This design comes from an exercise in tuning for small area, a short achievable clock period and few clock cycles per item on the open sky130 flow, not from production work. In this exercise RTL edits were held to simulation tests only and were not proved equivalent to the original.

## flow/design.v (module list and top-level ports; edited modules follow where they fit)
// module MCH: 1203 lines
module MCH (
    input               clk,
    input               reset,
    input       [ 7:0]  X,
    input       [ 7:0]  Y,
    output              Done,
    output      [16:0]  area
);
  // ...
==> flow/flow/run.sh <==
#!/bin/bash
# Layout flow: the standard flow (standard synthesis, floorplan, placement,
# CTS, routing) unchanged, except that ORFS's timing repair (after CTS and after
# global routing) is asked to leave 9.3 ns of setup slack instead of 0, so that it
# also speeds up paths that already meet the 13 ns clock. The clock, the I/O
# constraints and everything else are the design's.
set -uo pipefail
cp standard.sh standard_sh.copy.log
export SETUP_SLACK_MARGIN=9.3
bash standard.sh > standard.log 2>&1
==> flow/standard.sh <==
#!/bin/bash
# synth_recipe.tcl (not shown) runs the flow's synth.tcl, then flattens the netlist and writes it again
# the make line also repeats each setting of config.mk as NAME=value (left out here)
make -C /OpenROAD-flow-scripts/flow DESIGN_CONFIG=/design/flow/config.mk WORK_HOME=/design/flow/orfs CLKGATE_MAP_FILE= SYNTH_SCRIPT=/design/flow/synth_recipe.tcl "${@:-finish}"
==> flow/config.mk <==
export PLATFORM = sky130hd
export DESIGN_NAME = MCH
export DESIGN_NICKNAME = MCH
export VERILOG_FILES = /design/flow/design.v
export SDC_FILE = /design/flow/constraint.sdc
export NUM_CORES = 8
export LEC_CHECK = 0
export ABC_AREA = 1
export CAP_MARGIN = 20
export CORE_MARGIN = 2
export CORE_UTILIZATION = 35
export CTS_CLUSTER_DIAMETER = 100
export CTS_CLUSTER_SIZE = 20
export PLACE_DENSITY = 0.55
export SLEW_MARGIN = 20
==> flow/constraint.sdc <==
create_clock -name core_clock -period 13.0 [get_ports {clk}]
set_input_delay 2.6000 -clock core_clock [delete_from_list [all_inputs] [get_ports {clk}]]
set_output_delay 2.6000 -clock core_clock [all_outputs]
set_load 0.01 [all_outputs]
==> reports/results.tsv, run 1 <==
stage	metric	value	unit
run_status	outcome	timing/DRC/antenna clean	
synthesis	ys flop type	edfxtp_1	
routing	Final Routed Wirelength	282000	um
cells_and_area	Top class by area	multi-input gates	
worst_setup_path	crit path launch	done_r	
sta	Tcrit/Tclk final	29.4	%
sta	final max-slew violation count	0	
global_routing	met1 usage	35.7	%
floorplanning	Initial Util	35.3	%
clock_tree	Sink Count	976	
cells_and_area	number of non-clock inverters in the layout	1366	
worst_setup_path	worst path bufs/invs	1	
synthesis	cell taking the most area after synthesis	edfxtp_1	
synthesis	main combinational cell family by area after synthesis	simple AND/OR/NAND/NOR gates	
sta	worst slew pin tran	1.14	ns
sta	Max-Slew Margin vs Limit	23.1	%
global_routing	GR peak layer	met2	
routing	DR pass1 iterations	8	
synthesis	number of flops mapped to enable cells by yosys	669	
clock_tree	root buffer cell	clkbuf_16	
worst_setup_path	critical path endpoint category	output pin	
clock_tree	# resized after CTS	359	
worst_setup_path	critical path arrival	1.22	ns
cells_and_area	most frequent cells in the layout	nand2_1 (2018), inv_1 (1297), nor2_1 (978)	
cells_and_area	Fill cells	19600	
placed_design	Routability Congestion	1.01	
worst_setup_path	CP Depth	1	
sta	worst hold slack	0.344	ns
worst_hold_path	hold path startpoint	rn0	
Testbench counts, summed over its fixed seeds: cycles 15,977, hulls 384.
==> inputs of run 2 (changes only) <==
--- a/flow/design.v
+++ b/flow/design.v
@@ -1048,57 +1048,41 @@
 wire [7:0] Sx = cn ? sx1 : sx0, Sy = cn ? sy1 : sy0;
 wire [7:0] Hx = cn ? hx1 : hx0, Hy = cn ? hy1 : hy0;
 wire [7:0] Qx = cn ? qx1 : qx0, Qy = cn ? qy1 : qy0;
 wire [7:0] Nx = cn ? nx1 : nx0, Ny = cn ? ny1 : ny0;
 wire       Sv = cn ? sv1 : sv0, Hv = cn ? hv1 : hv0;
 wire       Qok = cn ? qok1 : qok0, Nok = cn ? nok1 : nok0;
 wire       Frst = cn ? first1 : first0;
 wire       hasop = s2v;                        
-wire [7:0] ks_x = Sx, ks_y = Sy, kt_x = Tx, kt_y = Ty, kq_x = Qx, kq_y = Qy;
-wire [7:0] us_x = Tx, us_y = Ty, ut_x = Qx, ut_y = Qy, uq_x = Nx, uq_y = Ny;
-wire [7:0] os_x = Hx, os_y = Hy, ot_x = Sx, ot_y = Sy, oq_x = Qx, oq_y = Qy;
-wire [7:0] k1x = cn ? kq_x : kt_x, k1y = cn ? kq_y : kt_y, k2x = cn ? kt_x : kq_x, k2y = cn ? kt_y : kq_y;
-wire [7:0] u1x = cn ? uq_x : ut_x, u1y = cn ? uq_y : ut_y, u2x = cn ? ut_x : uq_x, u2y = cn ? ut_y : uq_y;
-wire [7:0] o1x = cn ? oq_x : ot_x, o1y = cn ? oq_y : ot_y, o2x = cn ? ot_x : oq_x, o2y = cn ? ot_y : oq_y;
-wire [7:0] kA = k1x - ks_x, kD = k2x - ks_x;
-wire [8:0] kB = {1'b0, k2y} - {1'b0, ks_y}, kC = {1'b0, ks_y} - {1'b0, k1y};
-wire [7:0] uA = u1x - us_x, uD = u2x - us_x;
-wire [8:0] uB = {1'b0, u2y} - {1'b0, us_y}, uC = {1'b0, us_y} - {1'b0, u1y};
-wire [7:0] oA = o1x - os_x, oD = o2x - os_x;
-wire [8:0] oB = {1'b0, o2y} - {1'b0, os_y}, oC = {1'b0, os_y} - {1'b0, o1y};
-wire [7:0] kW = kq_x - kt_x, uW = uq_x - ut_x;
-wire [8:0] kH = {1'b0, kq_y} + {1'b0, kt_y}, uH = {1'b0, uq_y} + {1'b0, ut_y};
 wire useu = hasop && push;
 wire useo = hasop && pop;
+wire [7:0] ps_x = useo ? Hx : useu ? Tx : Sx, ps_y = useo ? Hy : useu ? Ty : Sy;
+wire [7:0] pt_x = useo ? Sx : useu ? Qx : Tx, pt_y = useo ? Sy : useu ? Qy : Ty;
+wire [7:0] pq_x = useu ? Nx : Qx, pq_y = useu ? Ny : Qy;
+wire [7:0] o1x = cn ? pq_x : pt_x, o1y = cn ? pq_y : pt_y, o2x = cn ? pt_x : pq_x, o2y = cn ? pt_y : pq_y;
+wire [7:0] nA = o1x - ps_x, nD = o2x - ps_x;
+wire [8:0] nB = {1'b0, o2y} - {1'b0, ps_y}, nC = {1'b0, ps_y} - {1'b0, o1y};
+wire [7:0] nW = pq_x - pt_x;
+wire [8:0] nH = {1'b0, pq_y} + {1'b0, pt_y};
 wire nv   = scan && (cn ? (scnt >= 3'd2) : (scnt >= 3'd1)) && (useu ? Nok : (useo ? 1'b1 : Qok));
 reg  [16:0] acc;
 reg         done_r;
 always @(posedge clk) begin
     q0r <= row0; q1r <= row1;
     trr0 <= d1first ? (trap0 ^ {17{d1c}}) : 17'd0;
     trr1 <= d1first ? (trap1 ^ {17{d1c}}) : 17'd0;
     trneg <= d1first & d1c;
     s2c <= d1c; s2force <= d1force;
     if (state == S_WAIT) acc <= 17'd0;
     else if (s2v) acc <= pop ? acc_p : acc_k;
     d1c <= cn;
-    if (useo) begin
-        dA <= oA; dB <= oB; dC <= oC; dD <= oD;
-        d1first <= 1'b0;
-        d1force <= !Hv;
-    end else if (useu) begin
-        dA <= uA; dB <= uB; dC <= uC; dD <= uD; dW <= uW; dH <= uH;
-        d1first <= 1'b1;
-        d1force <= 1'b0;
-    end else begin
-        dA <= kA; dB <= kB; dC <= kC; dD <= kD; dW <= kW; dH <= kH;
-        d1first <= Frst;
-        d1force <= !Sv;
-    end
+    dA <= nA; dB <= nB; dC <= nC; dD <= nD; dW <= nW; dH <= nH;
+    d1first <= useu | (!useo & Frst);
+    d1force <= useo ? !Hv : useu ? 1'b0 : !Sv;
 end
 always @(posedge clk) begin
     rdn0 <= 1'b0; rdh0 <= 1'b0;
     rdn1 <= 1'b0; rdh1 <= 1'b0;
     rq0 <= wait2;
     if (wait2) begin rem0 <= relU1; rem1 <= relD1; end
     rq1 <= rq0;
     rn0 <= rq1;
==> flow/flow/run.sh (replaced) <==
#!/bin/bash
# Layout flow: the standard flow (standard synthesis, floorplan, placement,
# CTS, routing) unchanged, except that ORFS's timing repair (after CTS and after
# global routing) is asked to leave 9 ns of setup slack instead of 0, so that it
# also speeds up paths that already meet the 13 ns clock. The clock, the I/O
# constraints and everything else are the design's.
set -uo pipefail
cp standard.sh standard_sh.copy.log
export SETUP_SLACK_MARGIN=9
bash standard.sh > standard.log 2>&1
==> flow/config.mk (replaced) <==
export PLATFORM = sky130hd
export DESIGN_NAME = MCH
export DESIGN_NICKNAME = MCH
export VERILOG_FILES = /design/flow/design.v
export SDC_FILE = /design/flow/constraint.sdc
export NUM_CORES = 8
export LEC_CHECK = 0
export CAP_MARGIN = 20
export CORE_MARGIN = 2
export CORE_UTILIZATION = 30
export PLACE_DENSITY = 0.5
export SLEW_MARGIN = 20
==> run 2 against run 1 <==
  * Setup slack worse by 0.38 ns
  * Critical endpoint is now dA[7]
  * Still clean on timing, DRC and antenna
  * Critical path depth rose by 20
  * Critical path type is now flip-flop to flip-flop
  * Sequential cell count unchanged
  * Final cell count down 16%
  * Register-to-register slack lost 0.53 ns
==> reports/results.tsv, run 2 <==
stage	metric	value	unit	change
clock_tree	clk buf depth	3		unchanged
sta	worst slew pin tran	1.27	ns	was 1.14 ns
synthesis	FF+latch count, synth	976		unchanged
clock_tree	clock latency on the worst-skew pair	0.78	ns	was 0.74 ns
floorplanning	core area	210000	um2	was 191000 um2
worst_setup_path	Critical Path Fanout Max	7		was 1
floorplanning	IO Pins	36		unchanged
worst_setup_path	critical path endpoint category	flip-flop		was output pin
synthesis	sequential element share of the synthesized area	41.4	%	was 39.1%
routing	Final Routed Wirelength	261000	um	was 282000 um
synthesis	top post-synthesis cells by count	nand2_1 (854), edfxtp_1 (652), inv_1 (605), o21ai_0 (418), dfxtp_1 (308)		was nand2_1 (2043), inv_1 (1335), nor2_1 (1007), o21ai_0 (726), edfxtp_1 (669)
sta	Max Freq	238	MHz	was 262 MHz
global_routing	first-pass GRT wire length	369000	um	was 405000 um
clock_tree	Sink Count	976		unchanged
placed_design	Routability Congestion	0.994		was 1.01
sta	Tcrit/Tclk final	32.3	%	was 29.4%
cells_and_area	Regs by FF count	ex x160, ey x160		unchanged
worst_setup_path	crit start category	flip-flop		unchanged
synthesis	distinct cell type count of the synthesized netlist	97		was 61
worst_setup_path	R2R Setup Slk	8.80	ns	was 9.33 ns
sta	final setup TNS	0	ns	unchanged
floorplanning	Initial Util	30.2	%	was 35.3%
sta	Final Hold Viols	0		unchanged
job	Max Cap Viol	0		unchanged
synthesis	top cells by area, synth	edfxtp_1 (31%), dfxtp_1 (9.8%), fa_1 (6.9%), nand2_1 (5.1%), inv_1 (3.6%)		was edfxtp_1 (30%), nand2_1 (11%), dfxtp_1 (8.7%), inv_1 (7.4%), fa_1 (6.8%)
clock_tree	root buffer cell	clkbuf_16		unchanged
cells_and_area	Synth-to-Final Area Change	16.8	%	was 11.4%
routing	average wire per standard cell	27.3	um	was 24.9 um
synthesis	Ys Warns	9		unchanged
sta	clk_skew	0.0470	ns	was 0.0482 ns
placed_design	hpwl dp	182000	um	was 213000 um
global_routing	gr usage total	23.5	%	was 28.0%
sta	Tmin final	4.20	ns	was 3.82 ns
floorplanning	die area	214000	um2	was 196000 um2
synthesis	number of flops mapped to enable cells by yosys	652		was 669
global_routing	initial antenna violation count	13		was 4
cells_and_area	Final nets	7062		was 9271
global_routing	grt ovf	0		unchanged
routing	DRT iter0 DRCs	5559		was 6573
floorplanning	die extent in y	463	um	was 443 um
synthesis	Synth Instances	6590		was 8838
sta	final max-slew violation count	0		unchanged
routing	DR pass1 iterations	7		was 8
global_routing	largest net degree at the start of global routing	121		was 98
clock_tree	H-tree depth	3		unchanged
cells_and_area	most frequent cells in the layout	nand2_1 (842), edfxtp_1 (652), inv_1 (596)		was nand2_1 (2018), inv_1 (1297), nor2_1 (978)
floorplanning	# rows	168		was 160
worst_setup_path	CP required	13.67	ns	was 10.40 ns
worst_setup_path	Crit Path Category	flip-flop to flip-flop		was flip-flop to output pin
synthesis	syn_area_per_cell	9.59	um2	was 7.62 um2
run_status	outcome	timing/DRC/antenna clean		unchanged
synthesis	cell taking the most area after synthesis	edfxtp_1		unchanged
sta	RSZ-0062 raised after global routing	yes		unchanged
floorplanning	Die X	463	um	was 443 um
synthesis	Post-Syn Nets	7003		was 9327
cells_and_area	share of layout cells above drive strength 1	13.9	%	was 8.25%
routing	vias per cell	5.47		was 5.46
cells_and_area	most common cell after layout, fill and taps aside	nand2_1		unchanged
routing	post-route ant nets	0		unchanged
synthesis	FFs w/ async S/R, synth	1.64	%	unchanged
worst_setup_path	critical path arrival	4.87	ns	was 1.22 ns
sta	Max-Slew Margin vs Limit	14.2	%	was 23.1%
placed_design	port buffer count	35		unchanged
sta	worst hold slack	0.331	ns	was 0.344 ns
global_routing	vias in the first global route	50900		was 59100
synthesis	Synth Cell Area	63200	um2	was 67300 um2
synthesis	post-synth top area share	31.0	%	was 29.8%
synthesis	count leader, synth	nand2_1		unchanged
routing	DR DRC count	0		unchanged
sta	final setup violation count	0		unchanged
clock_tree	Clk pin slew, worst setup/hold paths	0.06	ns	was 0.09 ns
clock_tree	Num CTS Buffers	115		was 66
worst_hold_path	worst min-delay path class	flip-flop to flip-flop		unchanged
clock_tree	CTS tree	built		unchanged
synthesis	ys flop type	edfxtp_1		unchanged
routing	Vias	52300		was 62000
==> run 2: path summary, 6_finish.rpt <==
path / endpoint / from / cells past startpoint
setup / recovery: dA[7] / q0r[2] / 21
hold / removal: s2force / d1force / 0
setup reg to reg: dA[7] / q0r[2] / 21
hold reg to reg: s2force / d1force / 0
max in group asynchronous: ph / reset / 2
min in group asynchronous: scnt[0] / reset / 2
==> run 2: through the flow <==
stage | utilization, % | std cells | area [um2] | setup slack, ns
4_1_cts | 34.7 | 9499 | 72600 | 8.73
3_3_place_gp | 31.7 | 9150 | 66400 | 7.86
5_1_grt | 35.2 | 9563 | 73800 | 8.57
2_1_floorplan | - | 6590 | 63300 | 8.99
3_5_place_dp | 31.7 | 9150 | 66400 | 7.82
6_report | 35.2 | 9570 | 73800 | 8.80
==> run 2: cells by family after synthesis <==
family,synth area share [%]
simple gates,16.4
compound gates,14.8
buf+inv,6.35
flops,41.4
fa+ha+maj,11.9
xor+xnor,4.59
mux,4.61
==> run 2: routing by layer <==
metal / global-route usage (%) / vias to the layer above / share of wire, %
li1: - / 23400 / -
met3: 4.56 / 673 / 7.7
met1: 29.3 / 25900 / 40
met4: 14.8 / 14 / 7.6
met2: 37.2 / 2403 / 45
met5: 0 / - / 0.039
==> run 2: final cells by class <==
| type | count | area (um2) |
|---|---|---|
| Sequential cell | 976 | 26300 |
| Fill cell | 21200 | 136000 |
| Timing Repair Buffer | 320 | 3080 |
| Inverter | 609 | 2300 |
| Clock inverter | 39 | 423 |
| Antenna cell | 16 | 40.0 |
| Tap cell | 2805 | 3510 |
| Multi-Input combinational cell | 4627 | 34700 |
| Clock buffer | 178 | 3430 |
==> run 2: repair_timing <==
action / CTS / global route
buffers inserted: 115 / 53
cloned: 17 / 2
setup endpoints to repair: 734 / 359
pin swaps: 95 / 93
endpoints found under the hold margin: 0 / 0
hold buffers: 0 / 0
gates resized for setup: 296 / 167
==> run 2: critical path, cell delays in order, from the launching register on <==
cell and delay (ns):
dfxtp_2 0.33, ha_4 0.29, nand4_1 0.19, a2111oi_4 0.42
nor4_2 0.10, o21ai_2 0.22, buf_6 0.15, a21oi_4 0.07
buf_12 0.17, buf_4 0.14, mux4_2 0.46, nand2_1 0.09
o21ai_0 0.10, ha_1 0.38, o21ai_2 0.11, a21boi_2 0.08
o21ai_1 0.12, nand2b_1 0.09, a21o_1 0.19, a21oi_2 0.15
xnor2_1 0.14, xnor2_1 0.14
Testbench counts of run 2, summed over its fixed seeds: cycles 15,977, hulls 384.
==> inputs of run 3 (changes only) <==
--- a/flow/config.mk
+++ b/flow/config.mk
@@ -7,6 +7,6 @@
 export LEC_CHECK = 0
 export CAP_MARGIN = 20
 export CORE_MARGIN = 2
-export CORE_UTILIZATION = 30
-export PLACE_DENSITY = 0.5
+export CORE_UTILIZATION = 35
+export PLACE_DENSITY = 0.55
 export SLEW_MARGIN = 20
==> run 3 against run 2 <==
  * Maximum frequency up 1.1%
  * Wire length down 4.3%
  * Via count down 0.11%
  * Sequential cell count unchanged
  * Synthesized cell count unchanged
  * First-iteration DRC count up 7.1%
  * Clock skew up 0.00056 ns
==> reports/results.tsv, run 3 <==
stage	metric	value	unit	change
floorplanning	die extent in y	429	um	was 463 um
sta	final max-slew violation count	0		unchanged
worst_setup_path	slowest cell delay on critical path	0.52	ns	was 0.46 ns
worst_setup_path	Critical Path Fanout Max	5		was 7
job	Max Cap Viol	0		unchanged
placed_design	hpwl dp	173000	um	was 182000 um
synthesis	Synth Cell Area	63200	um2	unchanged
sta	final setup TNS	0	ns	unchanged
clock_tree	Clk pin slew, worst setup/hold paths	0.06	ns	about the same
clock_tree	CTS tree	built		unchanged
synthesis	Ys Warns	9		unchanged
sta	clk_skew	0.0475	ns	was 0.0470 ns
synthesis	syn_area_per_cell	9.59	um2	unchanged
synthesis	sequential element share of the synthesized area	41.4	%	unchanged
clock_tree	hold buffers post-CTS	0		unchanged
cells_and_area	share of layout cells above drive strength 1	12.9	%	was 13.9%
synthesis	count leader, synth	nand2_1		unchanged
worst_setup_path	worst path bufs/invs	3		unchanged
sta	Max-Slew Margin vs Limit	18.2	%	was 14.2%
global_routing	grt ovf	0		unchanged
cells_and_area	final non-filler cell total	9080		was 9570
synthesis	Post-Syn Nets	7003		unchanged
cells_and_area	fin area	72700	um2	was 73800 um2
worst_setup_path	critical path arrival	4.83	ns	was 4.87 ns
routing	average wire per standard cell	27.5	um	was 27.3 um
worst_setup_path	crit start category	flip-flop		unchanged
synthesis	FF+latch count, synth	976		unchanged
routing	DR pass1 iterations	6		was 7
cells_and_area	Regs by FF count	ex x160, ey x160		unchanged
synthesis	top cells by area, synth	edfxtp_1 (31%), dfxtp_1 (9.8%), fa_1 (6.9%), nand2_1 (5.1%), inv_1 (3.6%)		unchanged
floorplanning	die area	184000	um2	was 214000 um2
cells_and_area	Synth-to-Final Area Change	15.0	%	was 16.8%
sta	final setup violation count	0		unchanged
clock_tree	Num CTS Buffers	111		was 115
global_routing	largest net degree at the start of global routing	120		was 121
clock_tree	Sink Count	976		unchanged
floorplanning	IO Pins	36		unchanged
run_status	outcome	timing/DRC/antenna clean		unchanged
routing	vias per cell	5.76		was 5.47
routing	DR DRC count	0		unchanged
clock_tree	H-tree depth	3		unchanged
cells_and_area	most frequent cells in the layout	nand2_1 (849), edfxtp_1 (652), inv_1 (600)		was nand2_1 (842), edfxtp_1 (652), inv_1 (596)
clock_tree	clk buf depth	3		unchanged
worst_setup_path	critical path endpoint category	flip-flop		unchanged
routing	Vias	52300		about the same
global_routing	first-pass GRT wire length	350000	um	was 369000 um
floorplanning	Die X	429	um	was 463 um
synthesis	Synth Instances	6590		unchanged
routing	post-route ant nets	0		unchanged
worst_setup_path	CP delay by family, top	compound AO/OA/AOI/OAI gates		unchanged
global_routing	initial antenna violation count	23		was 13
worst_setup_path	CP required	13.67	ns	about the same
placed_design	Post-Place Cell Area	65900	um2	was 66400 um2
floorplanning	Initial Util	35.3	%	was 30.2%
sta	Tmin final	4.16	ns	was 4.20 ns
synthesis	distinct cell type count of the synthesized netlist	97		unchanged
sta	Tcrit/Tclk final	32.0	%	was 32.3%
placed_design	port buffer count	35		unchanged
sta	RSZ-0062 raised after global routing	yes		unchanged
synthesis	FFs w/ async S/R, synth	1.64	%	unchanged
cells_and_area	most common cell after layout, fill and taps aside	nand2_1		unchanged
routing	DRT iter0 DRCs	5952		was 5559
synthesis	number of flops mapped to enable cells by yosys	652		unchanged
floorplanning	# rows	155		was 168
worst_setup_path	slowest stage cell, crit path	mux4_2		unchanged
global_routing	vias in the first global route	50100		was 50900
synthesis	post-synth top area share	31.0	%	unchanged
sta	worst slew pin tran	1.22	ns	was 1.27 ns
floorplanning	core area	179000	um2	was 210000 um2
synthesis	cell taking the most area after synthesis	edfxtp_1		unchanged
placed_design	DP Cell Count	8704		was 9150
sta	Max Freq	241	MHz	was 238 MHz
clock_tree	root buffer cell	clkbuf_16		unchanged
global_routing	gr usage total	25.8	%	was 23.5%
placed_design	Routability Congestion	1.02		was 0.994
worst_setup_path	critical path cell sequence	ha_4, a21oi_1, o21ai_1, nor4_4, o21ai_4, a21oi_4, buf_12, buf_12, mux4_2, buf_6, mux2_4, ha_4, nor2b_4, o21ai_2, nand2b_1, a21o_1, a21o_1, a21o_1, a21oi_2, xnor2_1		was ha_4, nand4_1, a2111oi_4, nor4_2, o21ai_2, buf_6, a21oi_4, buf_12, buf_4, mux4_2, nand2_1, o21ai_0, ha_1, o21ai_2, a21boi_2, o21ai_1, nand2b_1, a21o_1, a21oi_2, xnor2_1, xnor2_1
worst_setup_path	Crit Path Category	flip-flop to flip-flop		unchanged
routing	Final Routed Wirelength	250000	um	was 261000 um
synthesis	ys flop type	edfxtp_1		unchanged
worst_hold_path	worst min-delay path class	flip-flop to flip-flop		unchanged
sta	Final Hold Viols	0		unchanged
cells_and_area	Final nets	7020		was 7062
synthesis	top post-synthesis cells by count	nand2_1 (854), edfxtp_1 (652), inv_1 (605), o21ai_0 (418), dfxtp_1 (308)		unchanged
clock_tree	clock latency on the worst-skew pair	0.77	ns	was 0.78 ns
worst_setup_path	cell repeated most along the worst path	a21o_1		
run 3: cell counts after synthesis:
No cell type changed its count.
run 3: cells by family after synthesis:
| group | count (synthesis) | share of synthesized area (%) |
|---|---|---|
| DFF | 976 | 41.4 |
| xor gates and xnor gates | 331 | 4.59 |
| and+or+nand+nor | 2125 | 16.4 |
| AOI/OAI and AO/OA | 1430 | 14.8 |
| muxes | 238 | 4.61 |
| adders and majority gates | 487 | 11.9 |
| buffers and inverters | 1003 | 6.35 |
run 3: repair_timing:
action,CTS,global route
resized for setup,271,133
buffers inserted,83,43
cloned,12,7
pin swaps,60,62
endpoints found under the setup margin,753,237
run 3: path summary, 6_finish.rpt:
path / from / to / slack (ns) / cells past startpoint
hold reg to reg: d1force / s2force / 0.34 / 0
min in group asynchronous: reset / done_r / 2.33 / 2
hold / removal: d1force / s2force / 0.34 / 0
setup / recovery: q1r[8] / dB[7] / 8.84 / 20
setup reg to reg: q1r[8] / dB[7] / 8.84 / 20
max in group asynchronous: reset / ph / 10.17 / 2
run 3: stage by stage:
| step | worst slack [ns] | util [%] | hold slack, ns |
|---|---|---|---|
| CTS | 8.79 | 40.0 | 0.348 |
| detailed placement | 7.73 | 36.8 | 0.333 |
| floorplan | 8.99 | - | 0.310 |
| global placement | 7.75 | 36.8 | 0.318 |
| global route | 8.67 | 40.6 | 0.349 |
| finish | 8.84 | 40.6 | 0.343 |
run 3: cell type report:
type                    instances  area, um2
diodes                         25       62.6
clock buffers                 157       3230
clock inverters                49        704
fillers                     17400     106000
inverters                     609       2290
multi-input cells            4628      34500
flip-flops and latches        976      26300
well taps                    2355       2950
repair buffers                281       2650
run 3: metal layers:
layer	GRT usage (%)	wire [um]
met3	5.37	21000
met2	40.7	112000
met1	31.7	94800
met5	0.468	182
met4	17.6	22000
run 3: worst register-to-register path: stages, from the launching register on:
cell	delay, ns
dfxtp_1	0.36
ha_4	0.22
a21oi_1	0.14
o21ai_1	0.13
nor4_4	0.39
o21ai_4	0.12
a21oi_4	0.19
buf_12	0.16
buf_12	0.12
mux4_2	0.53
buf_6	0.13
mux2_4	0.27
ha_4	0.21
nor2b_4	0.12
o21ai_2	0.10
nand2b_1	0.08
a21o_1	0.20
a21o_1	0.19
a21o_1	0.16
a21oi_2	0.15
xnor2_1	0.12
==> inputs of run 4 (changes only) <==
--- a/flow/config.mk
+++ b/flow/config.mk
@@ -8,5 +8,6 @@
 export CAP_MARGIN = 20
 export CORE_MARGIN = 2
 export CORE_UTILIZATION = 35
+export CTS_BUF_LIST = sky130_fd_sc_hd__clkbuf_4 sky130_fd_sc_hd__clkbuf_8
 export PLACE_DENSITY = 0.55
 export SLEW_MARGIN = 20
==> run 4 against run 3 <==
  * Synthesized cell count unchanged
  * Count of clock-buffer cells in the layout up 102
  * Highest routed layer unchanged
  * Register-to-register slack improved by 0.03 ns
  * Die area is the same
  * Clock skew is 0.014 ns higher
  * Design area increased by 0.41%
  * Maximum frequency is 0.75% higher
  * Sequential cell count did not move
==> reports/results.tsv, run 4 <==
stage	metric	value	unit	change
worst_setup_path	slowest cell delay on critical path	0.58	ns	was 0.52 ns
placed_design	Place WS	7.73	ns	unchanged
worst_setup_path	crit start category	flip-flop		unchanged
sta	RSZ-0062 raised after global routing	yes		unchanged
worst_setup_path	CP required	13.75	ns	was 13.67 ns
worst_hold_path	worst min-delay path class	flip-flop to flip-flop		unchanged
clock_tree	CTS tree	built		unchanged
cells_and_area	most frequent cells in the layout	nand2_1 (848), edfxtp_1 (652), inv_1 (596)		was nand2_1 (849), edfxtp_1 (652), inv_1 (600)
sta	Final Hold Viols	0		unchanged
routing	Final Routed Wirelength	254000	um	was 250000 um
placed_design	Post-Place Cell Area	65900	um2	unchanged
clock_tree	H-tree depth	4		was 3
sta	final setup violation count	0		unchanged
cells_and_area	most common cell after layout, fill and taps aside	nand2_1		unchanged
floorplanning	Die X	429	um	unchanged
floorplanning	die area	184000	um2	unchanged
routing	Vias	53100		was 52300
routing	average wire per standard cell	27.6	um	was 27.5 um
sta	Max-Slew Margin vs Limit	17.1	%	was 18.2%
routing	DR pass1 iterations	6		unchanged
synthesis	Ys Warns	9		unchanged
cells_and_area	final core occ	40.8	%	was 40.6%
worst_setup_path	critical path arrival	4.88	ns	was 4.83 ns
placed_design	hpwl dp	173000	um	unchanged
cells_and_area	share of layout cells above drive strength 1	15.1	%	was 12.9%
routing	DR DRC count	0		unchanged
synthesis	Post-Syn Nets	7003		unchanged
routing	met2 routed WL	113000	um	was 112000 um
worst_setup_path	slowest stage cell, crit path	mux4_2		unchanged
run_status	outcome	timing/DRC/antenna clean		unchanged
worst_setup_path	critical path endpoint category	flip-flop		unchanged
floorplanning	die extent in y	429	um	unchanged
clock_tree	clk buf depth	3		unchanged
clock_tree	clock latency on the worst-skew pair	0.95	ns	was 0.77 ns
cells_and_area	fin area	73000	um2	was 72700 um2
clock_tree	Clk pin slew, worst setup/hold paths	0.07	ns	was 0.06 ns
clock_tree	root buffer cell	clkbuf_8		was clkbuf_16
synthesis	count leader, synth	nand2_1		unchanged
sta	final max-slew violation count	0		unchanged
floorplanning	# rows	155		unchanged
synthesis	distinct cell type count of the synthesized netlist	97		unchanged
worst_setup_path	Critical Path Fanout Max	7		was 5
synthesis	Synth Instances	6590		unchanged
synthesis	FFs w/ async S/R, synth	1.64	%	unchanged
routing	post-route ant nets	0		unchanged
placed_design	Routability Congestion	1.02		unchanged
sta	worst slew pin tran	1.24	ns	was 1.22 ns
global_routing	largest net degree at the start of global routing	120		unchanged
routing	Met1 Wirelength	95900	um	was 94800 um
global_routing	grt ovf	0		unchanged
worst_setup_path	Crit Path Category	flip-flop to flip-flop		unchanged
global_routing	initial antenna violation count	14		was 23
synthesis	number of flops mapped to enable cells by yosys	652		unchanged
synthesis	top cells by area, synth	edfxtp_1 (31%), dfxtp_1 (9.8%), fa_1 (6.9%), nand2_1 (5.1%), inv_1 (3.6%)		unchanged
cells_and_area	Final nets	7111		was 7020
routing	metal3 WL	22300	um	was 21000 um
clock_tree	Num CTS Buffers	178		was 111
cells_and_area	Regs by FF count	ex x160, ey x160		unchanged
placed_design	port buffer count	35		unchanged
floorplanning	Initial Util	35.3	%	unchanged
routing	top sig layer	met5		unchanged
synthesis	FF+latch count, synth	976		unchanged
global_routing	gr usage total	26.9	%	was 25.8%
sta	clk_skew	0.0613	ns	was 0.0475 ns
synthesis	top post-synthesis cells by count	nand2_1 (854), edfxtp_1 (652), inv_1 (605), o21ai_0 (418), dfxtp_1 (308)		unchanged
sta	final worst setup slack	8.87	ns	was 8.84 ns
floorplanning	IO Pins	36		unchanged
synthesis	syn_area_per_cell	9.59	um2	unchanged
synthesis	Synth Cell Area	63200	um2	unchanged
sta	Tmin final	4.13	ns	was 4.16 ns
sta	final setup TNS	0	ns	unchanged
cells_and_area	Synth-to-Final Area Change	15.5	%	was 15.0%
sta	Tcrit/Tclk final	31.7	%	was 32.0%
global_routing	first-pass GRT wire length	363000	um	was 350000 um
job	Max Cap Viol	0		unchanged
synthesis	post-synth top area share	31.0	%	unchanged
clock_tree	Sink Count	976		unchanged
worst_setup_path	critical path cell sequence	ha_1, a21oi_1, o21bai_1, a21oi_1, o21ai_4, a21oi_4, buf_12, mux4_2, nand2_2, o21ai_2, ha_1, nor2b_1, o21ai_2, a21boi_1, o21ai_1, nand2b_1, a21o_1, a21oi_2, xnor2_2, xnor2_1		was ha_4, a21oi_1, o21ai_1, nor4_4, o21ai_4, a21oi_4, buf_12, buf_12, mux4_2, buf_6, mux2_4, ha_4, nor2b_4, o21ai_2, nand2b_1, a21o_1, a21o_1, a21o_1, a21oi_2, xnor2_1
synthesis	sequential element share of the synthesized area	41.4	%	unchanged
floorplanning	core area	179000	um2	unchanged
routing	DRT iter0 DRCs	6132		was 5952
sta	Max Freq	242	MHz	was 241 MHz
synthesis	cell taking the most area after synthesis	edfxtp_1		unchanged
synthesis	ys flop type	edfxtp_1		unchanged
global_routing	vias in the first global route	51300		was 50100
routing	vias per cell	5.77		was 5.76
==> run 4: worst paths after layout <==
check / cells past startpoint / endpoint / slack, ns / start
worst max-delay path: 20 / dD[7] / 8.87 / q0r[14]
worst min register to register: 0 / s2force / 0.34 / d1force
max in group asynchronous: 2 / s2v / 10.39 / reset
worst max register to register: 20 / dD[7] / 8.87 / q0r[14]
worst min-delay path: 0 / s2force / 0.34 / d1force
min in group asynchronous: 2 / done_r / 2.12 / reset
==> run 4: critical path, delay by kind of cell (launching register included) <==
kind	cells	cell delay [ns]
xor+xnor	2	0.23
mux	1	0.58
compound gates	11	1.72
flops	1	0.30
buf+inv	1	0.17
simple gates	3	0.35
fa+ha+maj	2	0.61
==> run 4: through the flow <==
stage,cells,hold slack [ns]
2_1_floorplan,6590,0.310
3_3_place_gp,8702,0.318
3_5_place_dp,8704,0.333
4_1_cts,9136,0.352
5_1_grt,9197,0.352
6_report,9203,0.344
==> run 4: routing by layer <==
metal	up-vias	global-route usage [%]
met5	-	0.468
met4	6	20.5
met3	843	6.60
met2	2799	41.6
met1	26000	32.3
li1	23500	-
==> run 4: final cells by class <==
type	count	area, um2
fillers	17500	106000
clock inverters	63	563
repair buffers	304	3010
clock buffers	259	3220
well taps	2355	2950
diodes	8	20.0
flip-flops and latches	976	26300
multi-input cells	4629	34600
inverters	609	2290
==> run 4: logic make-up after synthesis <==
logic type	Yosys count	synth area share, %
AO/OA/AOI/OAI	1430	14.8
XOR/XNOR	331	4.59
adder cells (fa/ha/maj)	487	11.9
buffers and inverters	1003	6.35
flip-flops	976	41.4
multiplexers	238	4.61
AND/OR/NAND/NOR	2125	16.4
==> run 4: timing repair <==
item                       in CTS  in global routing
hold endpoints to repair        0                  0
hold buffers                    0                  0
cloned                         18                  2
pin swaps                      64                 75
setup endpoints to repair     718                286
gates resized for setup       317                149
setup buffers                  92                 55
==> inputs of run 5 (changes only) <==
--- a/flow/config.mk
+++ b/flow/config.mk
@@ -8,6 +8,7 @@
 export CAP_MARGIN = 20
 export CORE_MARGIN = 2
 export CORE_UTILIZATION = 35
-export CTS_BUF_LIST = sky130_fd_sc_hd__clkbuf_4 sky130_fd_sc_hd__clkbuf_8
+export CTS_CLUSTER_DIAMETER = 60
+export CTS_CLUSTER_SIZE = 30
 export PLACE_DENSITY = 0.55
 export SLEW_MARGIN = 20
==> run 5 against run 4 <==
  * Count of clock-buffer cells in the layout is 136 lower
  * Global-route usage fell by 0.32 points
  * First-iteration DRC count is 0.41% higher
  * Sequential share of layout area is essentially flat
  * Final cell count is 1.3% lower
  * Critical path depth fell by 10
==> reports/results.tsv, run 5 <==
stage	metric	value	unit	change
run_status	outcome	timing/DRC/antenna clean		unchanged
routing	post-route ant nets	0		unchanged
synthesis	top post-synthesis cells by count	nand2_1 (854), edfxtp_1 (652), inv_1 (605), o21ai_0 (418), dfxtp_1 (308)		unchanged
synthesis	top cells by area, synth	edfxtp_1 (31%), dfxtp_1 (9.8%), fa_1 (6.9%), nand2_1 (5.1%), inv_1 (3.6%)		unchanged
cells_and_area	Final nets	7019		was 7111
clock_tree	clk buf depth	3		unchanged
global_routing	grt ovf	0		unchanged
sta	clk_skew	0.0708	ns	was 0.0613 ns
synthesis	FF+latch count, synth	976		unchanged
floorplanning	core area	179000	um2	unchanged
synthesis	Post-Syn Nets	7003		unchanged
placed_design	port buffer count	35		unchanged
sta	final worst setup slack	8.80	ns	was 8.87 ns
global_routing	largest net degree at the start of global routing	120		unchanged
placed_design	Place WS	7.73	ns	unchanged
worst_setup_path	Crit Path Category	flip-flop to flip-flop		unchanged
worst_hold_path	WHS Path Cells	0		unchanged
synthesis	distinct cell type count of the synthesized netlist	97		unchanged
synthesis	number of flops mapped to enable cells by yosys	652		unchanged
sta	Max Freq	238	MHz	was 242 MHz
clock_tree	hold buffers post-CTS	0		unchanged
worst_setup_path	Register-to-Register Path Depth	10		was 20
clock_tree	Clk pin slew, worst setup/hold paths	0.06	ns	was 0.07 ns
worst_setup_path	crit start category	flip-flop		unchanged
cells_and_area	Synth-to-Final Area Change	15.3	%	was 15.5%
worst_setup_path	cell repeated most along the worst path	buf_4		
sta	final setup TNS	0	ns	unchanged
routing	DR pass1 iterations	8		was 6
sta	worst slew pin tran	1.16	ns	was 1.24 ns
global_routing	first-pass GRT wire length	359000	um	was 363000 um
cells_and_area	Regs by FF count	ex x160, ey x160		unchanged
cells_and_area	final non-filler cell total	9080		was 9203
global_routing	vias in the first global route	50400		was 51300
sta	Tmin final	4.20	ns	was 4.13 ns
placed_design	DP Cell Count	8704		unchanged
job	Max Cap Viol	0		unchanged
floorplanning	Initial Util	35.3	%	unchanged
synthesis	Synth Instances	6590		unchanged
floorplanning	# rows	155		unchanged
worst_setup_path	Critical Path Fanout Max	45		was 7
synthesis	sequential element share of the synthesized area	41.4	%	unchanged
floorplanning	Die X	429	um	unchanged
worst_setup_path	critical path cell sequence	clkbuf_8, inv_1, a221oi_1, a211oi_1, o211a_1, nand2_1, and2_1, buf_4, nor2_1, buf_4		was ha_1, a21oi_1, o21bai_1, a21oi_1, o21ai_4, a21oi_4, buf_12, mux4_2, nand2_2, o21ai_2, ha_1, nor2b_1, o21ai_2, a21boi_1, o21ai_1, nand2b_1, a21o_1, a21oi_2, xnor2_2, xnor2_1
worst_setup_path	slowest cell delay on critical path	0.64	ns	was 0.58 ns
synthesis	post-synth top area share	31.0	%	unchanged
routing	average wire per standard cell	27.6	um	about the same
clock_tree	root buffer cell	clkbuf_16		was clkbuf_8
synthesis	count leader, synth	nand2_1		unchanged
synthesis	syn_area_per_cell	9.59	um2	unchanged
synthesis	Ys Warns	9		unchanged
sta	worst hold slack	0.345	ns	was 0.344 ns
sta	Tcrit/Tclk final	32.3	%	was 31.7%
sta	Final Hold Viols	0		unchanged
global_routing	gr usage total	26.6	%	was 26.9%
clock_tree	H-tree depth	3		was 4
clock_tree	clock latency on the worst-skew pair	0.81	ns	was 0.95 ns
worst_setup_path	critical path arrival	4.62	ns	was 4.88 ns
floorplanning	die area	184000	um2	unchanged
routing	Final Routed Wirelength	251000	um	was 254000 um
synthesis	FFs w/ async S/R, synth	1.64	%	unchanged
synthesis	ys flop type	edfxtp_1		unchanged
global_routing	initial antenna violation count	18		was 14
routing	vias per cell	5.78		was 5.77
floorplanning	die extent in y	429	um	unchanged
routing	Vias	52500		was 53100
clock_tree	Num CTS Buffers	109		was 178
worst_setup_path	slowest stage cell, crit path	a211oi_1		was mux4_2
placed_design	Routability Congestion	1.02		unchanged
cells_and_area	most frequent cells in the layout	nand2_1 (848), edfxtp_1 (652), inv_1 (600)		was nand2_1 (848), edfxtp_1 (652), inv_1 (596)
synthesis	Synth Cell Area	63200	um2	unchanged
routing	DR DRC count	0		unchanged
routing	DRT iter0 DRCs	6157		was 6132
worst_hold_path	worst min-delay path class	flip-flop to flip-flop		unchanged
synthesis	cell taking the most area after synthesis	edfxtp_1		unchanged
clock_tree	CTS tree	built		unchanged
placed_design	hpwl dp	173000	um	unchanged
floorplanning	IO Pins	36		unchanged
worst_setup_path	critical path endpoint category	flip-flop		unchanged
sta	final max-slew violation count	0		unchanged
worst_setup_path	CP required	13.42	ns	was 13.75 ns
sta	RSZ-0062 raised after global routing	yes		unchanged
sta	Max-Slew Margin vs Limit	22.0	%	was 17.1%
clock_tree	Sink Count	976		unchanged
cells_and_area	share of layout cells above drive strength 1	13.5	%	was 15.1%
sta	final setup violation count	0		unchanged
cells_and_area	most common cell after layout, fill and taps aside	nand2_1		unchanged
cells_and_area	final core occ	40.7	%	was 40.8%
## run 5: cell count changes in the layout (fill, tap and decap cells not counted), sizes merged
cell | previous run | this run
clkinv | 47 | 38
mux4 | 52 | 50
buf | 281 | 256
clkdlybuf4s15 | 0 | 4
inv | 612 | 642
nor2 | 285 | 286
diode | 8 | 23
clkbuf | 263 | 126
## run 5: layout make-up
class                           count  area (um2)
Tap cell                         2355        2950
Inverter                          609        2290
Clock buffer                      123        2940
Timing Repair Buffer              282        2680
Multi-Input combinational cell   4628       34600
Clock inverter                     84        1120
Fill cell                       17400      106000
Sequential cell                   976       26300
Antenna cell                       23        57.6
## run 5: routing by layer
| layer | part of all wire, % | global-route usage, % | up-vias |
|---|---|---|---|
| li1 | - | - | 23300 |
| met1 | 38 | 32.5 | 25700 |
| met2 | 44 | 41.5 | 2628 |
| met3 | 8.4 | 5.63 | 791 |
| met4 | 9.0 | 19.5 | 12 |
| met5 | 0.035 | 0 | - |
## run 5: cells by family (layout without fill, tap and decap cells)
logic type / Yosys count / in the layout / synth area share (%)
adders and majority gates: 487 / 487 / 11.9
buffers and inverters: 1003 / 1098 / 6.35
and+or+nand+nor: 2125 / 2127 / 16.4
other: 0 / 23 / 0
AOI/OAI and AO/OA: 1430 / 1430 / 14.8
DFF: 976 / 976 / 41.4
xor gates and xnor gates: 331 / 331 / 4.59
muxes: 238 / 253 / 4.61
## run 5: worst paths after layout
path,startpoint,to,slack [ns]
setup / recovery,py[3],ex[3][5],8.80
hold / removal,d1force,s2force,0.34
setup reg to reg,py[3],ex[3][5],8.80
hold reg to reg,d1force,s2force,0.34
max in group asynchronous,reset,ph,10.23
min in group asynchronous,reset,scnt[0],2.28
## run 5: repair_timing
item	4_1_cts	5_1_grt
endpoints found under the setup margin	697	244
pin swaps	61	59
cloned	18	1
gates resized for setup	304	123
buffers inserted	94	32
## run 5: metrics by stage
step | area (um2)
CTS | 72000
finish | 72900
detailed placement | 65900
floorplan | 63300
global route | 72900
global placement | 65800
## run 5: critical path, delay by kind of cell (launching register included)
family	cells	cell delay (ns)
AOI/OAI and AO/OA	3	1.41
and+or+nand+nor	3	0.85
buffers and inverters	4	1.19
DFF	1	0.31
==> inputs of run 6 (changes only) <==
--- a/flow/config.mk
+++ b/flow/config.mk
@@ -8,7 +8,7 @@
 export CAP_MARGIN = 20
 export CORE_MARGIN = 2
 export CORE_UTILIZATION = 35
-export CTS_CLUSTER_DIAMETER = 60
-export CTS_CLUSTER_SIZE = 30
+export CTS_CLUSTER_DIAMETER = 80
+export CTS_CLUSTER_SIZE = 25
 export PLACE_DENSITY = 0.55
 export SLEW_MARGIN = 20
==> run 6 against run 5 <==
  * Still clean
  * First-iteration DRC count fell by 0.71%
  * Setup slack better by 0.081 ns
  * Global-route usage is 0.093 points lower
  * Sequential cell count is the same
  * Via count is 0.46% lower
  * Critical path type unchanged
  * Critical endpoint is now dD[7]
  * Highest routed layer unchanged
==> reports/results.tsv, run 6 <==
stage	metric	value	unit	change
run_status	outcome	timing/DRC/antenna clean		unchanged
sta	Final Hold Viols	0		unchanged
routing	DR pass1 iterations	7		was 8
worst_setup_path	crit start category	flip-flop		unchanged
synthesis	Synth Cell Area	63200	um2	unchanged
worst_setup_path	slowest cell delay on critical path	0.50	ns	was 0.64 ns
global_routing	initial antenna violation count	21		was 18
floorplanning	Initial Util	35.3	%	unchanged
routing	Met1 Wirelength	94800	um	was 95600 um
routing	DR DRC count	0		unchanged
job	Max Cap Viol	0		unchanged
cells_and_area	Synth-to-Final Area Change	13.7	%	was 15.3%
cells_and_area	most frequent cells in the layout	nand2_1 (847), edfxtp_1 (652), inv_1 (598)		was nand2_1 (848), edfxtp_1 (652), inv_1 (600)
synthesis	syn_area_per_cell	9.59	um2	unchanged
sta	final setup TNS	0	ns	unchanged
placed_design	hpwl dp	173000	um	unchanged
sta	final setup violation count	0		unchanged
floorplanning	# rows	155		unchanged
sta	worst slew pin tran	1.21	ns	was 1.16 ns
sta	Max-Slew Margin vs Limit	18.7	%	was 22.0%
routing	DRT iter0 DRCs	6113		was 6157
floorplanning	die extent in y	429	um	unchanged
routing	top sig layer	met5		unchanged
worst_setup_path	worst path bufs/invs	1		was 4
synthesis	top cells by area, synth	edfxtp_1 (31%), dfxtp_1 (9.8%), fa_1 (6.9%), nand2_1 (5.1%), inv_1 (3.6%)		unchanged
synthesis	Post-Syn Nets	7003		unchanged
clock_tree	hold buffers post-CTS	0		unchanged
global_routing	vias in the first global route	49900		was 50400
placed_design	Routability Congestion	1.02		unchanged
global_routing	largest net degree at the start of global routing	120		unchanged
worst_setup_path	Crit Path Category	flip-flop to flip-flop		unchanged
synthesis	distinct cell type count of the synthesized netlist	97		unchanged
cells_and_area	final non-filler cell total	9022		was 9080
routing	average wire per standard cell	27.7	um	was 27.6 um
worst_setup_path	CP required	13.58	ns	was 13.42 ns
placed_design	Post-Place Cell Area	65900	um2	unchanged
floorplanning	Die X	429	um	unchanged
synthesis	FF+latch count, synth	976		unchanged
clock_tree	CTS tree	built		unchanged
synthesis	sequential element share of the synthesized area	41.4	%	unchanged
cells_and_area	most common cell after layout, fill and taps aside	nand2_1		unchanged
synthesis	top post-synthesis cells by count	nand2_1 (854), edfxtp_1 (652), inv_1 (605), o21ai_0 (418), dfxtp_1 (308)		unchanged
cells_and_area	Final nets	6992		was 7019
sta	Tcrit/Tclk final	31.7	%	was 32.3%
clock_tree	H-tree depth	3		unchanged
cells_and_area	Fill cells	17500		was 17400
floorplanning	core area	179000	um2	unchanged
sta	Max Freq	243	MHz	was 238 MHz
worst_setup_path	critical path cell sequence	ha_4, nand4_1, a2111oi_4, nor4_4, o21ai_4, a21oi_4, buf_12, mux4_2, nand2_2, o21ai_2, ha_1, nor2b_4, o21ai_2, a21boi_2, o21ai_1, nand2b_1, a21o_1, a21oi_2, xnor2_2, xnor2_1		was clkbuf_8, inv_1, a221oi_1, a211oi_1, o211a_1, nand2_1, and2_1, buf_4, nor2_1, buf_4
sta	final max-slew violation count	0		unchanged
clock_tree	Num CTS Buffers	76		was 109
synthesis	cell taking the most area after synthesis	edfxtp_1		unchanged
global_routing	gr usage total	26.5	%	was 26.6%
routing	Final Routed Wirelength	250000	um	was 251000 um
synthesis	Synth Instances	6590		unchanged
synthesis	number of flops mapped to enable cells by yosys	652		unchanged
routing	met2 routed WL	112000	um	was 111000 um
synthesis	post-synth top area share	31.0	%	unchanged
worst_hold_path	worst min-delay path class	flip-flop to flip-flop		unchanged
sta	RSZ-0062 raised after global routing	yes		unchanged
worst_setup_path	cell repeated most along the worst path	o21ai_2		was buf_4
clock_tree	Sink Count	976		unchanged
routing	vias per cell	5.79		was 5.78
clock_tree	clock latency on the worst-skew pair	0.76	ns	was 0.81 ns
global_routing	first-pass GRT wire length	357000	um	was 359000 um
sta	Tmin final	4.12	ns	was 4.20 ns
worst_setup_path	critical path endpoint category	flip-flop		unchanged
clock_tree	Clk pin slew, worst setup/hold paths	0.09	ns	was 0.06 ns
routing	Vias	52300		was 52500
clock_tree	root buffer cell	clkbuf_16		unchanged
sta	worst hold slack	0.346	ns	was 0.345 ns
worst_setup_path	critical path arrival	4.70	ns	was 4.62 ns
synthesis	count leader, synth	nand2_1		unchanged
clock_tree	clk buf depth	3		unchanged
placed_design	DP Cell Count	8704		unchanged
global_routing	grt ovf	0		unchanged
synthesis	FFs w/ async S/R, synth	1.64	%	unchanged
cells_and_area	Regs by FF count	ex x160, ey x160		unchanged
synthesis	Ys Warns	9		unchanged
worst_setup_path	Critical Path Fanout Max	7		was 45
worst_setup_path	CP delay by family, top	compound AO/OA/AOI/OAI gates		unchanged
floorplanning	die area	184000	um2	unchanged
sta	clk_skew	0.0653	ns	was 0.0708 ns
cells_and_area	share of layout cells above drive strength 1	12.7	%	was 13.5%
routing	post-route ant nets	0		unchanged
routing	metal3 WL	21300	um	was 21000 um
placed_design	port buffer count	35		unchanged
cells_and_area	fin area	71800	um2	was 72900 um2
synthesis	ys flop type	edfxtp_1		unchanged
worst_setup_path	slowest stage cell, crit path	mux4_2		was a211oi_1
floorplanning	IO Pins	36		unchanged
## run 6: cell counts after synthesis
Identical to the previous run, type by type.
## run 6: cells by family (layout without fill, tap and decap cells)
| kind of cell | after synthesis | count (layout) | synth area share (%) |
|---|---|---|---|
| compound gates | 1430 | 1430 | 14.8 |
| other cells | 0 | 24 | 0 |
| flops | 976 | 976 | 41.4 |
| fa+ha+maj | 487 | 487 | 11.9 |
| buf+inv | 1003 | 1040 | 6.35 |
| simple gates | 2125 | 2126 | 16.4 |
| xor+xnor | 331 | 331 | 4.59 |
| mux | 238 | 253 | 4.61 |
## run 6: worst paths after layout
path	start	to	slack, ns	cells after the start
max in group asynchronous	reset	ph	10.18	2
worst max-delay path	q0r[2]	dD[7]	8.88	20
worst min register to register	d1force	s2force	0.35	0
worst max register to register	q0r[2]	dD[7]	8.88	20
min in group asynchronous	reset	scnt[0]	2.32	2
worst min-delay path	d1force	s2force	0.35	0
## run 6: timing repair
action,4_1_cts,5_1_grt
pin swaps,63,68
buffers inserted,70,62
hold endpoints to repair,0,0
gates resized for setup,251,160
endpoints found under the setup margin,724,319
cloned,17,1
## run 6: final cells by class
| cell class | instances | area [um2] | area share, % |
|---|---|---|---|
| Multi-Input combinational cell | 4627 | 34600 | 48.1 |
| Sequential cell | 976 | 26300 | 36.6 |
| Tap cell | 2355 | 2950 | 4.10 |
| Timing Repair Buffer | 289 | 2820 | 3.93 |
| Inverter | 609 | 2290 | 3.19 |
| Clock buffer | 82 | 1990 | 2.77 |
| Clock inverter | 60 | 875 | 1.22 |
| Antenna cell | 24 | 60.1 | 0.0836 |
## run 6: stage by stage
stage	utilization, %	worst slack, ns
2_1_floorplan	-	8.99
3_3_place_gp	36.8	7.75
3_5_place_dp	36.8	7.73
4_1_cts	39.4	8.87
5_1_grt	40.1	8.64
6_report	40.1	8.88
## run 6: routing by layer
layer | up-vias | GRT usage [%]
li1 | 23200 | -
met1 | 25600 | 32.1
met2 | 2633 | 41.5
met3 | 764 | 6.05
met4 | 12 | 18.9
met5 | - | 0
==> inputs of run 7 (changes only) <==
--- a/flow/config.mk
+++ b/flow/config.mk
@@ -8,7 +8,7 @@
 export CAP_MARGIN = 20
 export CORE_MARGIN = 2
 export CORE_UTILIZATION = 35
-export CTS_CLUSTER_DIAMETER = 80
-export CTS_CLUSTER_SIZE = 25
+export CTS_CLUSTER_DIAMETER = 150
+export CTS_CLUSTER_SIZE = 20
 export PLACE_DENSITY = 0.55
 export SLEW_MARGIN = 20
==> run 7 against run 6 <==
  * Still clean
  * Non-clock buffer count grew 1
  * Synthesized area is the same
  * First-iteration DRC count grew 0.93%
  * Final cell count shrank 0.62%
  * Wire length shrank 0.23%
  * Sequential share of layout area grew 0.65 points
==> reports/results.tsv, run 7 <==
stage	metric	value	unit	change
worst_setup_path	Crit Path Category	flip-flop to flip-flop		unchanged
global_routing	first-pass GRT wire length	348000	um	was 357000 um
clock_tree	H-tree depth	2		was 3
synthesis	Ys Warns	9		unchanged
sta	Max-Slew Margin vs Limit	21.3	%	was 18.7%
clock_tree	CTS tree	built		unchanged
floorplanning	die extent in y	429	um	unchanged
sta	worst slew pin tran	1.18	ns	was 1.21 ns
synthesis	syn_area_per_cell	9.59	um2	unchanged
synthesis	FF+latch count, synth	976		unchanged
clock_tree	Num CTS Buffers	54		was 76
synthesis	Post-Syn Nets	7003		unchanged
routing	Final Routed Wirelength	250000	um	about the same
synthesis	Synth Cell Area	63200	um2	unchanged
sta	final max-slew violation count	0		unchanged
cells_and_area	register area	26300	um2	about the same
worst_setup_path	critical path arrival	4.85	ns	was 4.70 ns
synthesis	count leader, synth	nand2_1		unchanged
synthesis	ys flop type	edfxtp_1		unchanged
global_routing	vias in the first global route	49400		was 49900
worst_setup_path	critical path endpoint category	flip-flop		unchanged
synthesis	FFs w/ async S/R, synth	1.64	%	unchanged
floorplanning	# rows	155		unchanged
synthesis	cell taking the most area after synthesis	edfxtp_1		unchanged
sta	Tcrit/Tclk final	32.3	%	was 31.7%
global_routing	largest net degree at the start of global routing	120		unchanged
clock_tree	hold buffers post-CTS	0		unchanged
cells_and_area	Final nets	6971		was 6992
clock_tree	Clk pin slew, worst setup/hold paths	0.10	ns	was 0.09 ns
worst_hold_path	worst min-delay path class	flip-flop to flip-flop		unchanged
worst_setup_path	worst path bufs/invs	3		was 1
routing	average wire per standard cell	27.8	um	was 27.7 um
floorplanning	IO Pins	36		unchanged
job	Max Cap Viol	0		unchanged
routing	DR pass1 iterations	6		was 7
synthesis	sequential element share of the synthesized area	41.4	%	unchanged
sta	RSZ-0062 raised after global routing	yes		unchanged
worst_setup_path	slowest stage cell, crit path	mux4_2		unchanged
clock_tree	clock latency on the worst-skew pair	0.74	ns	was 0.76 ns
placed_design	hpwl dp	173000	um	unchanged
synthesis	top post-synthesis cells by count	nand2_1 (854), edfxtp_1 (652), inv_1 (605), o21ai_0 (418), dfxtp_1 (308)		unchanged
worst_setup_path	CP delay by family, top	compound AO/OA/AOI/OAI gates		unchanged
routing	DR DRC count	0		unchanged
sta	Max Freq	238	MHz	was 243 MHz
synthesis	number of flops mapped to enable cells by yosys	652		unchanged
sta	clk_skew	0.0776	ns	was 0.0653 ns
worst_setup_path	cell repeated most along the worst path	a21o_1		was o21ai_2
routing	post-route ant nets	0		unchanged
cells_and_area	most frequent cells in the layout	nand2_1 (848), edfxtp_1 (652), inv_1 (596)		was nand2_1 (847), edfxtp_1 (652), inv_1 (598)
synthesis	distinct cell type count of the synthesized netlist	97		unchanged
clock_tree	Sink Count	976		unchanged
placed_design	DP Cell Count	8704		unchanged
sta	Tmin final	4.19	ns	was 4.12 ns
worst_setup_path	slowest cell delay on critical path	0.52	ns	was 0.50 ns
global_routing	initial antenna violation count	15		was 21
worst_setup_path	CP required	13.65	ns	was 13.58 ns
run_status	outcome	timing/DRC/antenna clean		unchanged
sta	final setup violation count	0		unchanged
cells_and_area	Synth-to-Final Area Change	11.6	%	was 13.7%
synthesis	Synth Instances	6590		unchanged
global_routing	gr usage total	25.6	%	was 26.5%
floorplanning	Die X	429	um	unchanged
routing	DRT iter0 DRCs	6170		was 6113
sta	final setup TNS	0	ns	unchanged
cells_and_area	Regs by FF count	ex x160, ey x160		unchanged
placed_design	port buffer count	35		unchanged
floorplanning	core area	179000	um2	unchanged
synthesis	top cells by area, synth	edfxtp_1 (31%), dfxtp_1 (9.8%), fa_1 (6.9%), nand2_1 (5.1%), inv_1 (3.6%)		unchanged
sta	Final Hold Viols	0		unchanged
placed_design	Routability Congestion	1.02		unchanged
floorplanning	Initial Util	35.3	%	unchanged
routing	vias per cell	5.80		was 5.79
worst_setup_path	crit start category	flip-flop		unchanged
worst_setup_path	critical path cell sequence	ha_1, nand4_1, nor2_2, nor4_4, o21ai_4, a21oi_4, buf_12, buf_12, mux4_2, buf_6, mux2_4, ha_4, nor2b_4, o21ai_2, nand2b_1, a21o_1, a21o_1, a21o_1, a21oi_2, xnor2_1		was ha_4, nand4_1, a2111oi_4, nor4_4, o21ai_4, a21oi_4, buf_12, mux4_2, nand2_2, o21ai_2, ha_1, nor2b_4, o21ai_2, a21boi_2, o21ai_1, nand2b_1, a21o_1, a21oi_2, xnor2_2, xnor2_1
cells_and_area	area occupied by multi-input gates	34500	um2	was 34600 um2
clock_tree	clk buf depth	3		unchanged
global_routing	grt ovf	0		unchanged
cells_and_area	Fill cells	17700		was 17500
worst_setup_path	R2R Setup Slk	8.81	ns	was 8.88 ns
synthesis	post-synth top area share	31.0	%	unchanged
cells_and_area	most common cell after layout, fill and taps aside	nand2_1		unchanged
floorplanning	die area	184000	um2	unchanged
cells_and_area	final non-filler cell total	8966		was 9022
worst_setup_path	Critical Path Fanout Max	5		was 7
cells_and_area	share of layout cells above drive strength 1	11.3	%	was 12.7%
clock_tree	root buffer cell	clkbuf_16		unchanged
routing	Vias	52000		was 52300
-- run 7: cell types whose count changed in the layout (fill, tap and decap cells not counted), moves of 6 or more --
cell             previous run  this run
clkinv_8                   11         0
inv_12                     13         0
inv_8                       7         0
clkdlybuf4s15_1             3         9
inv_16                      6         0
clkbuf_16                  79        57
diode_2                    24        13
clkbuf_1                    3        38
inv_6                       7         1
buf_4                     189       182
-- run 7: area by class of cell --
class                   count  area share, %
flip-flops and latches    976           37.2
multi-input cells        4627           48.9
repair buffers            290           4.14
clock inverters             2         0.0372
well taps                2355           4.18
diodes                     13         0.0461
clock buffers              94           2.17
inverters                 609           3.26
-- run 7: path summary, 6_finish.rpt --
path | start | end | cells past startpoint
max | q1r[7] | dB[7] | 20
min | d1force | s2force | 0
max reg2reg | q1r[7] | dB[7] | 20
min reg2reg | d1force | s2force | 0
max in group asynchronous | reset | ph | 2
min in group asynchronous | reset | icnt[0] | 2
-- run 7: kinds of logic after synthesis --
kind of cell / Yosys count / share of synthesized area, %
AND/OR/NAND/NOR: 2125 / 16.4
buffers and inverters: 1003 / 6.35
XOR/XNOR: 331 / 4.59
adder cells (fa/ha/maj): 487 / 11.9
AO/OA/AOI/OAI: 1430 / 14.8
flip-flops: 976 / 41.4
multiplexers: 238 / 4.61
-- run 7: layer usage --
metal  track usage [%]  up-vias  wire length, um
li1                  -    23100                -
met2              40.7     2612           111000
met5                 0        -              146
met1              31.8    25600            95700
met3              4.43      748            20400
met4              16.9        8            22200
-- run 7: what timing repair did --
item,4_1_cts,5_1_grt
resized for setup,264,128
buffers inserted,76,55
endpoints found under the setup margin,746,225
cloned,11,9
hold endpoints to repair,0,0
pin swaps,58,68
-- run 7: metrics by stage --
stage	worst slack [ns]	util (%)	area [um2]	hold WS, ns
CTS	8.77	38.7	69200	0.354
detailed placement	7.73	36.8	65900	0.333
finish	8.81	39.4	70600	0.354
global route	8.58	39.4	70500	0.355
global placement	7.75	36.8	65800	0.318
floorplan	8.99	-	63300	0.310

==> static timing again, ports no longer ideal <==
In the flow no input, the clock included, has a driving cell. The finished layouts below were timed again as built, in two steps. Step 1: set_driving_cell puts a clkbuf_16 on clk and a buf_2 on each other input, an assumption about the parent block. Step 2 adds t to the input delays and takes it off the output delays; t is the mean of the earliest and latest rising clock arrival at the registers after step 1. Input paths then give back, and output paths get back, about the clock's delay inside the block. Three values: ideal, step 1, step 2; two values: the first two.
| run | t, ns | setup slack, ns | worst setup path after step 2 | worst slew at a driven data input, ns |
|---|---|---|---|---|
| run 1 | 0.807 | 9.179 / 9.091 / 9.325 | register to register | 0.04 |
| run 2 | 0.846 | 8.796 / 8.796 / 8.796 | register to register | 0.07 |
| run 3 | 0.833 | 8.842 / 8.842 / 8.842 | register to register | 0.07 |
| run 4 | 0.992 | 8.873 / 8.873 / 8.873 | register to register | 0.06 |
| run 5 | 0.857 | 8.801 / 8.801 / 8.801 | register to register | 0.08 |
| run 6 | 0.801 | 8.882 / 8.882 / 8.882 | register to register | 0.07 |
| run 7 | 0.787 | 8.806 / 8.806 / 8.806 | register to register | 0.07 |
After both steps setup and hold are still met in every run listed.
